Source: an optimization exercise on an open RTL-to-GDS flow (aim: small area, a short achievable clock period and few clock cycles). Production flows keep margins and buffers that such runs may drop.
RTL that was checked went through simulation tests only; none was proved equivalent to the original.
The flow treats the clock pin as an ideal source. Dropping or thinning the clock tree relies on that and would not hold on a real chip.
Power figures rest on the tool's default switching activity, not on a simulated workload.

## v30
==> flow/design.v <==
module AEC(clk, rst, ascii_in, ready, valid, result);
input clk;
input rst;
input ready;
input [7:0] ascii_in;
output valid;
output [6:0] result;
reg valid_r;            
reg k_dig, k_add, k_sub, k_mul, k_lp, k_rp;    
reg [3:0] xv;           
wire active = k_dig | k_add | k_sub | k_mul | k_lp | k_rp;
wire k_pm = k_add | k_sub;
wire inexpr = ready | active;
wire [7:0] a = ascii_in;
wire is_eq  = a[4] & a[3] & a[2];              
wire is_dig = a[6] | (a[4] & ~(a[3] & a[2]));  
wire is_op  = ~a[6] & ~a[4];                   
wire [2:0] a_inc = a[2:0] + 3'd1;
always @(posedge clk) begin
	if (rst) begin
		valid_r <= 1'b0;
		k_dig   <= 1'b0;
		k_add   <= 1'b0;
		k_sub   <= 1'b0;
		k_mul   <= 1'b0;
		k_lp    <= 1'b0;
		k_rp    <= 1'b0;
	end else begin
		valid_r <= inexpr & is_eq;
		k_dig   <= inexpr & is_dig;
		k_add   <= inexpr & is_op & a[0] & a[1];            
		k_sub   <= inexpr & is_op & a[0] & a[2];            
		k_mul   <= inexpr & is_op & ~a[0] & a[1];           
		k_lp    <= inexpr & is_op & ~a[0] & ~a[1];          
		k_rp    <= inexpr & is_op & a[0] & ~a[2] & ~a[1];   
	end
	xv <= a[6] ? {1'b1, a_inc} :
	      is_op ? {4{a[1] & ~a[0]}} :
	      a[3:0];
end
reg [6:0] A, B, K;
reg [13:0] E0;            
reg [6:0] E1;             
reg v0, v1;               
reg [6:0] T;              
reg tm;                   
reg [5:0] F;              
reg po;                   
wire pop = k_rp & F[0] & ~tm;      
wire tclose = k_rp & F[0] & tm;    
wire push = k_lp & po & ~v1;       
wire topen = k_lp & po & v1;       
wire [6:0] S_o = {7{pop}} & E0[13:7];
wire one0 = xv[0];
wire two0 = xv[1] & ~xv[0];
wire neg0 = xv[1];
wire one1 = xv[1] ^ xv[2];
wire two1 = (xv[3] & ~xv[2] & ~xv[1]) | (~xv[3] & xv[2] & xv[1]);
wire neg1 = xv[3];
wire d2   = xv[3] & ~k_mul;
wire [6:0] r0 = (({7{one0}} & B) | ({7{two0}} & {B[5:0], 1'b0})) ^ {7{neg0}};
wire [6:0] r1 = {((({5{one1}} & B[4:0]) | ({5{two1}} & {B[3:0], 1'b0})) ^ {5{neg1}}), 2'b00} |
                S_o | ({7{k_pm}} & (K ^ {7{k_sub}}));
wire [6:0] r2 = {{3{d2}} & B[2:0], 1'b0, neg1, 1'b0, neg0 | k_sub};
wire [6:0] s1 = r0 ^ r1 ^ r2;
wire [6:0] c1 = (r0 & r1) | (r0 & r2) | (r1 & r2);
wire [6:0] t1 = {c1[5:0], 1'b0};
wire [6:0] s2 = s1 ^ t1 ^ A;
wire [6:0] c2 = (s1 & t1) | (s1 & A) | (t1 & A);
wire [6:0] P = s1 + t1;
wire [6:0] Q = s2 + {c2[5:0], 1'b0};
wire a_q = active & ~push & ~k_pm;
wire b_a = k_rp & ~tclose;
wire b_h = k_mul | k_lp | tclose;
wire k_h = k_dig | k_pm | k_mul | (k_rp & ~F[0]);
always @(posedge clk) begin
	A <= ({7{a_q}} & Q) | ({7{k_pm}} & A);
	B <= ({7{k_dig | k_pm}} & P) | ({7{b_a}} & A) | ({7{b_h}} & B) | {6'd0, ~active};
	K <= ({7{k_lp}} & B) | ({7{tclose}} & T) | ({7{pop}} & E0[6:0]) |
	     ({7{k_h}} & K) | {6'd0, ~active};
	po <= k_mul | k_pm;
	F <= ({6{active & ~k_lp & ~k_rp}} & F) | ({6{k_lp}} & {F[4:0], po}) |
	     ({6{k_rp}} & {1'b0, F[5:1]});
	v0 <= (active & ~push & ~pop & v0) | push | (pop & v1);
	v1 <= (active & ~push & ~pop & v1) | (push & v0);
	tm <= (active & ~tclose & tm) | topen;
	E0 <= ({14{push}} & {A, K}) | ({14{pop}} & {E1, 7'd1}) | ({14{~push & ~pop}} & E0);
	E1 <= ({7{push}} & E0[13:7]) | ({7{~push}} & E1);
	T  <= ({7{topen}} & K) | ({7{~topen}} & T);
end
assign valid  = valid_r;
assign result = A;
endmodule
export LEC_CHECK = 0
export CAP_MARGIN = 20
export CORE_MARGIN = 2
export CORE_UTILIZATION = 50
export SLEW_MARGIN = 20
create_clock -name core_clock -period 14.0 [get_ports {clk}]
standard.sh (not shown) runs the stock make flow with config.mk's settings and CLKGATE_MAP_FILE= SYNTH_SCRIPT=/design/flow/synth_recipe.tcl, a recipe that flattens the netlist after the stock synthesis.
==> flow/flow/run.sh <==
#!/bin/bash
# Runs the standard ORFS layout (standard.sh) with the extra make
# settings listed one per line in flow/make_args, and flow/pre_cts.tcl as
# the CTS step's PRE_CTS_TCL hook (it builds the clock tree itself).
# make's output goes to standard_flow.log; each ORFS step also writes its
# own log under orfs/logs/.
set -euo pipefail
mapfile -t extra < flow/make_args
bash standard.sh "${extra[@]}" "PRE_CTS_TCL=$PWD/flow/pre_cts.tcl" finish > standard_flow.log 2>&1
Other scripts of this flow, unchanged in this note and not shown: flow/flow/make_args, flow/flow/pre_cts.tcl
#### Input delta (v23 over v30)
==> flow/design.v <==
module AEC(clk, rst, ascii_in, ready, valid, result);
input clk;
input rst;
input ready;
input [7:0] ascii_in;
output valid;
output [6:0] result;
reg valid_r;            
reg k_dig, k_pm, k_mul, k_lp, k_rp;    
reg [3:0] xv;           
wire active = k_dig | k_pm | k_mul | k_lp | k_rp;
wire inexpr = ready | active;
wire [7:0] a = ascii_in;
wire is_eq  = a[4] & a[3] & a[2];              
wire is_dig = a[6] | (a[4] & ~(a[3] & a[2]));  
wire is_op  = ~a[6] & ~a[4];                   
wire [2:0] a_inc = a[2:0] + 3'd1;
always @(posedge clk) begin
	if (rst) begin
		valid_r <= 1'b0;
		k_dig   <= 1'b0;
		k_pm    <= 1'b0;
		k_mul   <= 1'b0;
		k_lp    <= 1'b0;
		k_rp    <= 1'b0;
	end else begin
		valid_r <= inexpr & is_eq;
		k_dig   <= inexpr & is_dig;
		k_pm    <= inexpr & is_op & a[0] & (a[1] | a[2]);  
		k_mul   <= inexpr & is_op & ~a[0] & a[1];           
		k_lp    <= inexpr & is_op & ~a[0] & ~a[1];          
		k_rp    <= inexpr & is_op & a[0] & ~a[2] & ~a[1];   
	end
	xv <= a[6] ? {1'b1, a_inc} :
	      is_op ? {1'b0, a[2], 2'b00} :
	      a[3:0];
end
reg [6:0] A, B, K;
reg [13:0] E0;            
reg [6:0] E1;             
reg v0, v1;               
reg [6:0] T;              
reg tm;                   
reg [5:0] F;              
reg po;                   
wire pop = k_rp & F[0] & ~tm;      
wire tclose = k_rp & F[0] & tm;    
wire push = k_lp & po & ~v1;       
wire topen = k_lp & po & v1;       
wire [6:0] S_o = {7{pop}} & E0[13:7];
wire [6:0] r0 = {7{xv[0]}} & B;
wire [6:0] r1 = {7{xv[1]}} & {B[5:0], 1'b0};
wire [6:0] r2 = {7{xv[2]}} & {B[4:0], 2'b0};
wire [6:0] r3 = ({7{xv[3]}} & {B[3:0], 3'b0}) | S_o | ({7{k_mul}} & ~B);
wire [6:0] s1 = r0 ^ r1 ^ r2;
wire [6:0] c1 = (r0 & r1) | (r0 & r2) | (r1 & r2);
wire [6:0] t1 = {c1[5:0], 1'b0};
wire [6:0] s2 = s1 ^ t1 ^ r3;
wire [6:0] c2 = (s1 & t1) | (s1 & r3) | (t1 & r3);
wire [6:0] t2 = {c2[5:0], k_mul};
wire [6:0] s3 = s2 ^ t2 ^ A;
wire [6:0] c3 = (s2 & t2) | (s2 & A) | (t2 & A);
wire [6:0] P = s2 + t2;
wire [6:0] Q = s3 + {c3[5:0], 1'b0};
wire [6:0] negK = ~K + 7'd1;
wire a_q = active & ~push & ~k_pm;
wire b_a = k_rp & ~tclose;
wire b_h = k_mul | k_lp | tclose;
wire k_h = k_dig | k_pm | k_mul | (k_rp & ~F[0]);
always @(posedge clk) begin
	A <= ({7{a_q}} & Q) | ({7{k_pm}} & A);
	B <= ({7{k_dig}} & P) | ({7{k_pm & ~xv[2]}} & K) | ({7{k_pm & xv[2]}} & negK) |
	     ({7{b_a}} & A) | ({7{b_h}} & B) | {6'd0, ~active};
	K <= ({7{k_lp}} & B) | ({7{tclose}} & T) | ({7{pop}} & E0[6:0]) |
	     ({7{k_h}} & K) | {6'd0, ~active};
	po <= k_mul | k_pm;
	F <= ({6{active & ~k_lp & ~k_rp}} & F) | ({6{k_lp}} & {F[4:0], po}) |
	     ({6{k_rp}} & {1'b0, F[5:1]});
	v0 <= (active & ~push & ~pop & v0) | push | (pop & v1);
	v1 <= (active & ~push & ~pop & v1) | (push & v0);
	tm <= (active & ~tclose & tm) | topen;
	E0 <= ({14{push}} & {A, K}) | ({14{pop}} & {E1, 7'd1}) | ({14{~push & ~pop}} & E0);
	E1 <= ({7{push}} & E0[13:7]) | ({7{~push}} & E1);
	T  <= ({7{topen}} & K) | ({7{~topen}} & T);
end
assign valid  = valid_r;
assign result = A;
endmodule
Findings:
v23 vs v30 — pin count of the biggest net entering global routing climbed by a little under 10%. Sort v23 and v30 by post-detailed-route via-to-cell ratio, ascending, and v30 comes first. v23 vs. v30: sequential share of cell area rose 1.0 points, wire length +120 um, number of fill cells in the layout saw a decrease, netlist area before placement lower. v23 vs v30: period utilization up. v23 ends up with a fraction of area in multi-input gates that is 1.2 points lower than in v30. Total number of tap cells in v23 is 3 lower than in v30. Termination of the worst setup path = A[6]$_DFF_P_: v23; termination of the worst setup path = result[6]: v30. Changes observed in v23 relative to v30: inverter count of the layout excluding clock inverters has increased; sequential power moved down.
Testbench counts of v23, summed over its fixed seeds: cycles 27,544.
Function not checked in v30: the RTL went through the layout flow alone. In every run of this note, the design's own scripts or RTL, not TritonCTS, make the clock network.

[afterwards: timing with drivers on the ports]
The results above use ideal ports. As a check the final layouts listed here were re-extracted and re-timed, cells and wires unchanged.
Step 1 sets driving cells, clkbuf_16 on the clock port and buf_2 on the other inputs (assumed; they add their load-dependent delay and slew).
Step 2, shift: input delay + t, output delay - t, t = (earliest + latest rising clock arrival at the registers) / 2. This alone moves slack from input paths to output paths.
Three values: ideal ports, drivers, drivers and shift; two values: the first two.
run	t (ns)	setup slack, ns	clock arrival spread, ns	worst slew at a driven data input, ns
v30	0.222	10.523 / 10.443 / 10.388	0.016 / 0.017	0.03
v23	0.217	10.450 / 10.441 / 10.407	0.012 / 0.012	0.03
After both steps setup and hold are still met in every run listed. For v30, which loses most, drivers alone change the setup slack by -0.080 ns; drivers and shift together by -0.135 ns.
